Background: an optimization exercise with open tools, aiming at small area and a short achievable clock period. Do not read the settings as production practice. The RTL was checked by simulation tests, not by an equivalence proof against the original design.

**flow/constraint.sdc**
```tcl
create_clock -name core_clock -period 23.0 [get_ports {clk}]
set_input_delay 4.6000 -clock core_clock [delete_from_list [all_inputs] [get_ports {clk}]]
set_output_delay 4.6000 -clock core_clock [all_outputs]
set_load 0.01 [all_outputs]
```
**flow/run.sh**
```bash
#!/bin/bash
# synth_recipe.tcl (not shown) runs the flow's synth.tcl, then flattens the netlist and writes it again
# the make line also repeats each setting of config.mk as NAME=value (left out here)
make -C /OpenROAD-flow-scripts/flow DESIGN_CONFIG=/design/flow/config.mk WORK_HOME=/design/flow/orfs CLKGATE_MAP_FILE= SYNTH_SCRIPT=/design/flow/synth_recipe.tcl finish
```
**flow/config.mk**
```make
export PLATFORM = sky130hd
export DESIGN_NAME = fp16_alu
export DESIGN_NICKNAME = fp16_alu
export VERILOG_FILES = /design/flow/design.v
export SDC_FILE = /design/flow/constraint.sdc
export NUM_CORES = 4
export LEC_CHECK = 0
export CAP_MARGIN = 20
export CORE_MARGIN = 2
export CORE_UTILIZATION = 40
export PLACE_DENSITY = 0.6
export SLEW_MARGIN = 20
```
**flow/design.v**
```verilog
`timescale 1ns/1ps
module fp_add#(parameter BITS = 16)			 
(
input wire [BITS-1:0] iA,
input wire [BITS-1:0] iB,
output wire [BITS-1:0] oZ
);
localparam M_BITS = 11;
localparam E_BITS = 5;
logic sign_A;
logic sign_B;
logic [E_BITS-1:0] exp_A;
logic [E_BITS-1:0] exp_B;
logic [M_BITS-1:0] man_A;
logic [M_BITS-1:0] man_B;
assign sign_A = iA[BITS-1];
assign sign_B = iB[BITS-1];
assign exp_A = iA[BITS-2:M_BITS-1];
assign exp_B = iB[BITS-2:M_BITS-1];
assign man_A = {|exp_A,iA[M_BITS-2:0]};
assign man_B = {|exp_B,iB[M_BITS-2:0]};
logic res_nan;
logic pos_inf;
logic neg_inf;
assign res_nan = ((&exp_A && &exp_B) && (sign_A ^ sign_B)) || ((&exp_A && |man_A[M_BITS-2:0])||(&exp_B && |man_B[M_BITS-2:0]));
assign pos_inf = ((&exp_A && ~sign_A)||(&exp_B && ~sign_B)) && ~res_nan;
assign neg_inf = ((&exp_A && sign_A)||(&exp_B && sign_B)) && ~res_nan;
logic exp_equals;
logic expA_higher;
logic expB_higher;
logic [E_BITS-1:0] higher_exp;
assign exp_equals = exp_A == exp_B;
assign expA_higher = exp_A > exp_B;
assign expB_higher = !expA_higher && !exp_equals;
assign higher_exp = expA_higher ? (exp_A) : (exp_B);
logic [E_BITS-1:0] exp_diff;
assign exp_diff = expA_higher ? (exp_A - exp_B) : (expB_higher ? (exp_B - exp_A) : 5'd0);
logic [M_BITS-1:0] man_to_shift;
logic [M_BITS-1:0] man_higher;
logic [2*M_BITS-1:0] double_man;
logic [2*M_BITS-1:0] shifted_man;
logic G1;
logic R1;
logic S1;
logic subnormal_to_shift;
logic [E_BITS-1:0] right_shift_val;
assign man_to_shift =  (expA_higher && !exp_equals) ? (man_B) : (man_A);  
assign man_higher = (expA_higher && !exp_equals) ? (man_A) : (man_B);  
assign double_man = {man_to_shift, 11'b0};
assign subnormal_to_shift = (~|exp_A || ~(|exp_B)) && (exp_diff!=0) ? ~man_to_shift [M_BITS-1] : 1'b0;  
assign right_shift_val = (exp_diff - subnormal_to_shift);
always_comb begin
    shifted_man = double_man >> right_shift_val;
    G1 = shifted_man [M_BITS-1];
    R1 = shifted_man [M_BITS-2];
	S1 = |shifted_man [M_BITS-3:0];
end
logic [M_BITS+2:0] X1;  
logic [M_BITS+2:0] X2;
logic X1s;
logic X2s;
logic [M_BITS+4:0] SUM1;
logic [M_BITS+4:0] SUM2;
logic carry;
logic [M_BITS+3:0] SUM;
logic sb;
logic sb1;
assign X1s = (shifted_man[2*M_BITS-1:M_BITS-3] == 0) ? (1'b0):((expA_higher && !exp_equals) ?  sign_B : sign_A);
assign X2s = (man_higher == 0) ? (1'b0):((expA_higher && !exp_equals) ? sign_A : sign_B);
assign X1 = (X1s ? (({~shifted_man[2*M_BITS-1:M_BITS],~G1,~R1,~S1}) + 14'd1) : {shifted_man[2*M_BITS-1:M_BITS],G1,R1,S1});
assign X2 = (X2s ? ((~{man_higher,3'd0}) + 14'd1) : {man_higher,3'd0}); 
assign SUM1 = {X1s,X1} + {X2s,X2};
assign sb1 = (X1s || X2s) ? ((X1s && X2s) ? (1'b1) : (SUM1[M_BITS+3])):(1'b0);
assign SUM2 = (sb1)?((~SUM1) + 16'd1):(SUM1);
assign carry = ((X1s||X2s)?(SUM2[M_BITS+3]):(SUM1[M_BITS+3]));
assign SUM =  (right_shift_val > 12) ? {1'b0,man_higher,3'b0} : {carry,SUM2[M_BITS+2:0]};
logic [E_BITS-1:0] LZ;
logic [E_BITS-1:0] left_shift_val;
always_comb begin
	casex(SUM[M_BITS+3:3])
		12'b1xxx_xxxx_xxxx: begin
            LZ = 0;
		end
		12'b01xx_xxxx_xxxx: begin
			LZ = 1;
		end
		12'b001x_xxxx_xxxx: begin
			LZ = 2;
		end
		12'b0001_xxxx_xxxx: begin
			LZ = 3;
		end
		12'b0000_1xxx_xxxx: begin
			LZ = 4;
		end
		12'b0000_01xx_xxxx: begin
			LZ = 5;
		end
		12'b0000_001x_xxxx: begin
			LZ = 6;
		end
		12'b0000_0001_xxxx: begin
			LZ = 7;
		end
		12'b0000_0000_1xxx: begin
			LZ = 8;
		end
		12'b0000_0000_01xx: begin
			LZ = 9;
		end
		12'b0000_0000_001x: begin
			LZ = 10;
		end
		12'b0000_0000_0001: begin
			LZ = 11;
		end
		default: begin
			LZ = 12;
		end
	endcase
end
logic infinite;
assign infinite = (&exp_A || &exp_B);
logic [E_BITS-1:0] exp1;
logic [E_BITS-1:0] exp;
always_comb begin
	if (higher_exp==0) begin  
		exp1 = 5'd0;
		left_shift_val = 5'd1;
	end else if (LZ > higher_exp)begin  
		exp1 = 5'd0;
		left_shift_val = higher_exp;
	end else begin  
		exp1 = higher_exp - LZ + 5'd1;
		left_shift_val = LZ;
	end
end
logic [M_BITS+3:0] norm_man;
logic G;
logic R;
logic S;
always_comb begin
	norm_man = SUM << left_shift_val;
	G = norm_man[4];
	R = norm_man[3];
	S = |norm_man[2:0];
end
assign round = R && (G||S);
logic [M_BITS-1:0]mantissa;
logic [M_BITS-1:0]mantissa1;
assign mantissa1 = (norm_man[M_BITS+3:4] + round); 
always_comb begin
	if (infinite || res_nan) begin
		exp = 5'h1f;
	end else if ((!mantissa1[M_BITS-1] && norm_man[M_BITS+3]) || (mantissa1[M_BITS-1] && (exp1==0))) begin 
		exp = exp1 + 5'd1;
	end else if(!(|mantissa1)) begin  
		exp = 5'd0;
	end else begin
		exp = exp1;
	end
end
assign mantissa = res_nan ? 11'h600 :(&exp ? 11'd0 : mantissa1);
assign sb = pos_inf ? 1'b0 : (neg_inf || res_nan ? 1'b1 : sb1);
assign oZ = {sb, exp, mantissa[M_BITS-2:0]};
endmodule
`timescale 1ns/1ps
module fp_mult#(parameter BITS = 16)			 
(
input wire [BITS-1:0] iA,
input wire [BITS-1:0] iB,
output wire [BITS-1:0] oZ
);
localparam M_BITS = 11;
localparam E_BITS = 5;
logic [E_BITS-1:0] exp;
logic [M_BITS-1:0] man;
logic sign;
logic sign_A;
logic sign_B;
logic signed [E_BITS:0] exp_A;
logic signed [E_BITS:0] exp_B;
logic signed [E_BITS+1:0] sum1;
logic signed [E_BITS+1:0] sum2;
logic signed [E_BITS+1:0] exp1;
logic signed [E_BITS+1:0] exp2;
logic signed [E_BITS+1:0] exp3;
logic infinite;
logic normal_num;
logic subnormal_num;
logic signed [E_BITS+1:0] right_shift;
logic [M_BITS-1:0] man_A;
logic [M_BITS-1:0] man_B;
logic [M_BITS-1:0] man1;
logic [2*M_BITS-1:0] mult;
logic signed [E_BITS+1:0] left_shift;
logic [2*M_BITS-1:0] mult1;
logic [4*M_BITS-1:0] shifted_mult;
logic zero;
logic G;
logic R;
logic S;
logic round;
logic res_nan;
assign sign_A = iA[BITS-1];
assign sign_B = iB[BITS-1];
assign exp_A = {1'b0,iA[BITS-2:M_BITS-1]};  
assign exp_B = {1'b0,iB[BITS-2:M_BITS-1]};  
assign man_A = {|exp_A,iA[M_BITS-2:0]};
assign man_B = {|exp_B,iB[M_BITS-2:0]};
assign zero = ~(|iA[BITS-2:0]) || ~(|iB[BITS-2:0]);
assign res_nan =((~(|iA[BITS-2:0]) && &exp_B[E_BITS-1:0]) || (~(|iB[BITS-2:0]) && &exp_A[E_BITS-1:0])) || ((&exp_A[E_BITS-1:0] && |man_A[M_BITS-2:0])||(&exp_B[E_BITS-1:0] && |man_B[M_BITS-2:0]));
assign sign = res_nan ? 1'b1 : sign_A^sign_B;
logic [1:0] extra_add;
logic exp_A_zero;
logic exp_B_zero;
logic mult_MSB;
assign exp_A_zero = ~(|exp_A);
assign exp_B_zero = ~(|exp_B);
assign mult_MSB = mult[2*M_BITS-1];
always_comb begin  
	case ({exp_A_zero, exp_B_zero})
		2'b00 : extra_add = 2'b00;
		2'b01 : extra_add = 2'b01;
		2'b10 : extra_add = 2'b01;
		2'b11 : extra_add = 2'b10;
	endcase
end
assign sum1 = {1'b0,exp_A} + {1'b0,exp_B};
assign sum2 = {5'd0,extra_add} - 7'd14;
assign exp1 = sum1 + sum2;
assign exp2 = exp1 - left_shift;
assign infinite = (exp2[E_BITS] || (&(exp2[E_BITS-1:0]))) && ~exp2[E_BITS+1] || (&exp_A[E_BITS-1:0] || &exp_B[E_BITS-1:0]);  
assign normal_num = |exp2[E_BITS:0] && ~exp2[E_BITS+1];
assign subnormal_num = ~(|exp2[E_BITS:0]) || exp2[E_BITS+1];  
assign right_shift = subnormal_num ? ~exp2 + 7'd2 : 7'd0;  
logic man_full;
logic man_semifull;
assign man_full = &man1;
assign man_semifull = &man1[M_BITS-2:0];
assign exp3 = exp2 + (round && man_full);
assign exp = (infinite || res_nan || ((exp3[E_BITS] ^ exp3[E_BITS+1]) && ~(zero || subnormal_num))) ? 5'b1_1111 : (zero || (subnormal_num && ~(round && man_semifull))) ? 5'd0 : (subnormal_num && (round && man_semifull)) ? 5'd1 :exp3[E_BITS-1:0]; 
logic l_shift;
logic [E_BITS+1:0] shift_val;
assign mult = man_A * man_B;
LZ48 LZ_48_i(.bus(mult),.LZ(left_shift));
assign l_shift = left_shift > right_shift;
assign shift_val = l_shift ? (left_shift - right_shift) : (right_shift - left_shift);
assign shifted_mult = l_shift ? {mult,22'd0} << shift_val : {mult,22'd0} >> shift_val;
assign G = shifted_mult [3*M_BITS];
assign R = shifted_mult [3*M_BITS-1];
assign S = |shifted_mult [3*M_BITS-2:0];
assign round = R && (G||S);
assign man1 = shifted_mult[4*M_BITS-1:3*M_BITS];
assign man = res_nan ? 11'h600 :((infinite || zero) ? 11'd0: man1 + round);
assign oZ = {sign,exp,man[M_BITS-2:0]};
endmodule
module LZ48 (input logic[21:0] bus, output logic [6:0] LZ);
always_comb begin
	casex(bus)
		22'b1xxx_xxxx_xxxx_xxxx_xxxx_xx: begin
            LZ = 0;
		end
		22'b01xx_xxxx_xxxx_xxxx_xxxx_xx: begin
            LZ = 1;
		end
		22'b001x_xxxx_xxxx_xxxx_xxxx_xx: begin
            LZ = 2;
		end
		22'b0001_xxxx_xxxx_xxxx_xxxx_xx: begin
            LZ = 3;
		end
		22'b0000_1xxx_xxxx_xxxx_xxxx_xx: begin
            LZ = 4;
		end
		22'b0000_01xx_xxxx_xxxx_xxxx_xx: begin
            LZ = 5;
		end
		22'b0000_001x_xxxx_xxxx_xxxx_xx: begin
            LZ = 6;
		end
		22'b0000_0001_xxxx_xxxx_xxxx_xx: begin
            LZ = 7;
		end
		22'b0000_0000_1xxx_xxxx_xxxx_xx: begin
            LZ = 8;
		end
		22'b0000_0000_01xx_xxxx_xxxx_xx: begin
            LZ = 9;
		end
		22'b0000_0000_001x_xxxx_xxxx_xx: begin
            LZ = 10;
		end
		22'b0000_0000_0001_xxxx_xxxx_xx: begin
            LZ = 11;
		end
		22'b0000_0000_0000_1xxx_xxxx_xx: begin
            LZ = 12;
		end
		22'b0000_0000_0000_01xx_xxxx_xx: begin
            LZ = 13;
		end
		22'b0000_0000_0000_001x_xxxx_xx: begin
            LZ = 14;
		end
		22'b0000_0000_0000_0001_xxxx_xx: begin
            LZ = 15;
		end
		22'b0000_0000_0000_0000_1xxx_xx: begin
            LZ = 16;
		end
		22'b0000_0000_0000_0000_01xx_xx: begin
            LZ = 17;
		end
		22'b0000_0000_0000_0000_001x_xx: begin
            LZ = 18;
		end
		22'b0000_0000_0000_0000_0001_xx: begin
            LZ = 19;
		end
		22'b0000_0000_0000_0000_0000_1x: begin
            LZ = 20;
		end
		22'b0000_0000_0000_0000_0000_01: begin
            LZ = 21;
		end
		default: begin
			LZ = 22;
		end
	endcase
end
endmodule
`timescale 1ns/1ps
module flpcomp#(parameter Bits = 16)(
	input logic [Bits-1:0] iA,
	input logic [Bits-1:0] iB,
	output logic [Bits-1:0] oZ
);
	logic a_mag_higher;
	logic b_mag_higher;
	logic dif_sign;
	always_comb begin
		if(iA[Bits-2:0] < iB[Bits-2:0]) begin
			a_mag_higher = 0;
			b_mag_higher = 1;
		end else begin
			a_mag_higher = 1;
			b_mag_higher = 0;
		end
	end
	always_comb begin
		case({iA[Bits-1],iB[Bits-1],a_mag_higher,b_mag_higher})
			4'b0001: oZ = iB;
			4'b0010: oZ = iA;
			4'b0101: oZ = iA;
			4'b0110: oZ = iA;
			4'b1001: oZ = iB;
			4'b1010: oZ = iB;
			4'b1101: oZ = iA;
			4'b1110: oZ = iB;
			default: oZ = iA;
		endcase
	end
endmodule
`timescale 1ns/1ps
module fp16_alu (
  input  wire        clk,
  input  wire [1:0]  op,
  input  wire [15:0] a,
  input  wire [15:0] b,
  output wire [15:0] z
);
  reg [1:0]  op_q;
  reg [15:0] a_q, b_q, z_q;
  wire [15:0] add_b = (op_q == 2'd3) ? {~b_q[15], b_q[14:0]} : b_q;
  wire [15:0] add_z, mul_z, max_z;
  fp_add  #(.BITS(16)) u_add (.iA(a_q), .iB(add_b), .oZ(add_z));
  fp_mult #(.BITS(16)) u_mul (.iA(a_q), .iB(b_q), .oZ(mul_z));
  flpcomp #(.Bits(16)) u_max (.iA(a_q), .iB(b_q), .oZ(max_z));
  always @(posedge clk) begin
    op_q <= op;
    a_q  <= a;
    b_q  <= b;
    case (op_q)
      2'd1:    z_q <= mul_z;
      2'd2:    z_q <= max_z;
      default: z_q <= add_z;
    endcase
  end
  assign z = z_q;
endmodule
```
==> flow_metrics.tcl <==
set metrics [dict create \
    required_ns 23.16 \
    finalWeightedCongestion 0.951 \
    die-area_um2 43100 \
    clock_latency_ns 0.32 \
    grt_pass1_vias 16119 \
    die_w_um 207 \
    cp-startpoint "b_q[11]" \
    post_cts_buffers 0 \
    overflow 0 \
    nFillCells 4135 \
    grt_setup_unrepaired "false" \
    cts_tree "yes" \
    netlist_area_um2 16600 \
    worst_pin_slew_ns 1.09 \
    num_vias 17030 \
    place_inst 2721 \
    rrSetupSlack_ns 5.91 \
    wl_per_cell_um 20.7 \
    min_path_type "reg2reg" \
    drt_pass1_iterations 6 \
    synth_edf_count 0 \
    postLayoutSetupSlackWorst_ns 5.91 \
    hold_violations 0 \
    period_minus_slack_ns 17.09 \
    initial_core_util_pct 40.6 \
    crit_slowest_cell "mux2_2" \
    finalClockSkew_ns 0.00962 \
    grt_pass1_wl_mm 90.0 \
    timing.final.crit_share_pct 74.3 \
    finalSetupTns_ns 0 \
    arrival_ns 17.25 \
    most-common-layout-cells "nand2_1, inv_1, nor2_1, ha_1, a21oi_1" \
    drv_slew 0 \
    synth-seq-cells 50 \
    synth_fp_nets 2515 \
    antenna_found_initial 1 \
    drtIter0Drc 1931 \
    syn_to_final_growth_pct 6.11 \
    pin_count 51 \
    place_ws_ns 5.98 \
    layout_commonest_cell "nand2_1" \
    cp-start-kind "register" \
    status "no timing/DRC/antenna violations" \
    r2r_end "z_q[12]" \
    yosysWarnings 6 \
    diodes 0 \
    die_y_um 207 \
    post_cts_resized 0 \
    worst-setup-path-type "reg2reg" \
    cpPeakStageDelay_ns 0.86 \
    cts_max_level 2 \
    synthArstFlopShare_pct 0 \
    portBuffers 50 \
    root_buffer "clkbuf_16" \
    dp_hpwl_mm 42.8 \
    synthCells 2235 \
    synth-xor-area-share_pct 5.81 \
    r2r-start "b_q[11]" \
    cts_sinks 50 \
    numCtsBuffers 5 \
    num-nets-final 2477 \
    rows 74 \
    max_freq_mhz 58.5 \
    synthAdderAreaFrac_pct 22.6 \
    synth.distinct_cells 122 \
    muxShareOfSynthArea_pct 7.74 \
    end_kind "register" \
    drc_errors 0 \
    hold_buffers 0 \
    finalSetupViolCount 0 \
    worstPathMaxFanout 45 \
    postSynthAreaPerCell_um2 7.41 \
    instances_no_fill 2730 \
    clk_pin_slew_ns 0.09 \
    synth-simple-area-share_pct 23.1 \
    coreArea_um2 40800 \
    grt_max_degree 46 \
    worst-r2r-cell-count 64 \
    wirelength_mm 56.4 \
    cts.path.max_buffers 2 \
    synth_top_family_by_area "compound AO/OA/AOI/OAI gates" \
    slew_headroom_pct 27.3 \
    grtUsageTotal_pct 25.6 \
    postRouteAntennaNets 0 \
    viasPerCell 6.24 \
    crit_end "z_q[12]" \
    drive_gt1_share_pct 6.96 \
    maxCapViolCount 0 \
    synthFlopType "dfxtp_1" \
    synth_compound_area_share_pct 26.4 \
    yosysSeqAreaShare_pct 6.04 \
]
[per-layer routing]
layer	GRT usage [%]	vias up	routed length [µm]
met5	0	-	0
met4	7.12	0	1420
met3	3.16	102	4620
met2	39.3	790	24500
met1	37.5	8196	25800
li1	-	7942	-
[stage by stage]
step,cell area [µm²],util [%],hold slack (ns)
after floorplan,16600,-,0.634
after global placement,17400,42.6,0.805
after detailed placement,17400,42.6,0.801
after CTS,17500,43.0,0.818
after global routing,17600,43.0,0.852
final,17600,43.0,0.854
[critical path, delay by kind of cell (launching register included)]
| kind | cells | cell delay (ns) |
|---|---|---|
| AO/OA/AOI/OAI | 25 | 5.62 |
| XOR/XNOR | 2 | 0.54 |
| adder cells (fa/ha/maj) | 11 | 4.32 |
| buffers and inverters | 7 | 0.96 |
| flip-flops | 1 | 0.45 |
| multiplexers | 2 | 1.39 |
| AND/OR/NAND/NOR | 17 | 3.62 |
[area by class of cell]
class / count / area [µm²] / area share [%]
Clock buffer: 5 / 125 / 0.712
Tap cell: 532 / 666 / 3.79
Timing Repair Buffer: 79 / 738 / 4.20
Inverter: 209 / 785 / 4.46
Multi-Input combinational cell: 1852 / 14200 / 81.0
Clock inverter: 3 / 28.8 / 0.164
Sequential cell: 50 / 1000 / 5.70
[how the worst min path moves through the flow]
stage / startpoint / end / slack [ns] / cells after the start
2_1_floorplan: a_q[15] / z_q[15] / 0.63 / 2
3_3_place_gp: a_q[15] / z_q[15] / 0.80 / 2
3_5_place_dp: a_q[15] / z_q[15] / 0.80 / 2
4_1_cts: a_q[15] / z_q[15] / 0.82 / 2
5_1_grt: a_q[15] / z_q[15] / 0.85 / 2
6_report: a_q[15] / z_q[15] / 0.85 / 2
[registers in the layout, summed over array words and instances, names as in the netlist]
signal / cells
op_q: 2
a_q: 16
z_q: 16
b_q: 16
[logic make-up after synthesis]
group | after synthesis
compound gates | 615
xor+xnor | 109
fa+ha+maj | 245
buf+inv | 333
flops | 50
mux | 105
simple gates | 778
[Yosys cell counts, types with 13 or more instances]
master	number	area share [%]
o211ai_1	28	1.3
nand4_1	19	0.72
clkbuf_1	85	1.9
nand2_1	219	5.0
mux4_2	15	2.0
or2_2	14	0.53
o22ai_1	20	0.76
and2_1	61	2.3
nor3_1	72	2.2
a31oi_1	47	1.8
buf_2	15	0.45
xor2_1	29	1.5
a21o_1	24	1.1
fa_1	91	11
mux2_2	16	1.1
o21bai_1	19	0.86
a221oi_1	13	0.69
inv_1	204	4.6
ha_1	154	12
mux2i_1	70	4.2
nand3_1	68	2.1
nand2b_1	23	0.87
xnor2_1	79	4.2
dfxtp_1	50	6.0
a21oi_1	148	4.5
nor2b_1	16	0.60
and3_1	28	1.1
nor4_1	17	0.64
o21ai_0	89	2.7
a22oi_1	16	0.73
or3_1	16	0.60
a211oi_1	27	1.2
nor2_1	173	3.9

-- static timing again, ports no longer ideal --
The results above use ideal ports. As a check the final layout listed here was re-extracted and re-timed, cells and wires unchanged. Step 1, drivers: a clkbuf_16 drives clk and a buf_2 each remaining input, both assumed. Step 2 also shifts input and output timing later by t, the mid clock arrival at the registers, as if the neighbouring blocks saw the same clock. a / b / c = ideal / step 1 / step 2; a / b = the first two.
t (ns): 0.369
slack for setup (ns): 5.909 / 5.909 / 5.909
worst slew at a driven data input, ns: 0.04
After both steps this run still meets setup and hold. For this run, drivers alone change the setup slack by 0.000 ns; drivers and shift together by 0.000 ns.
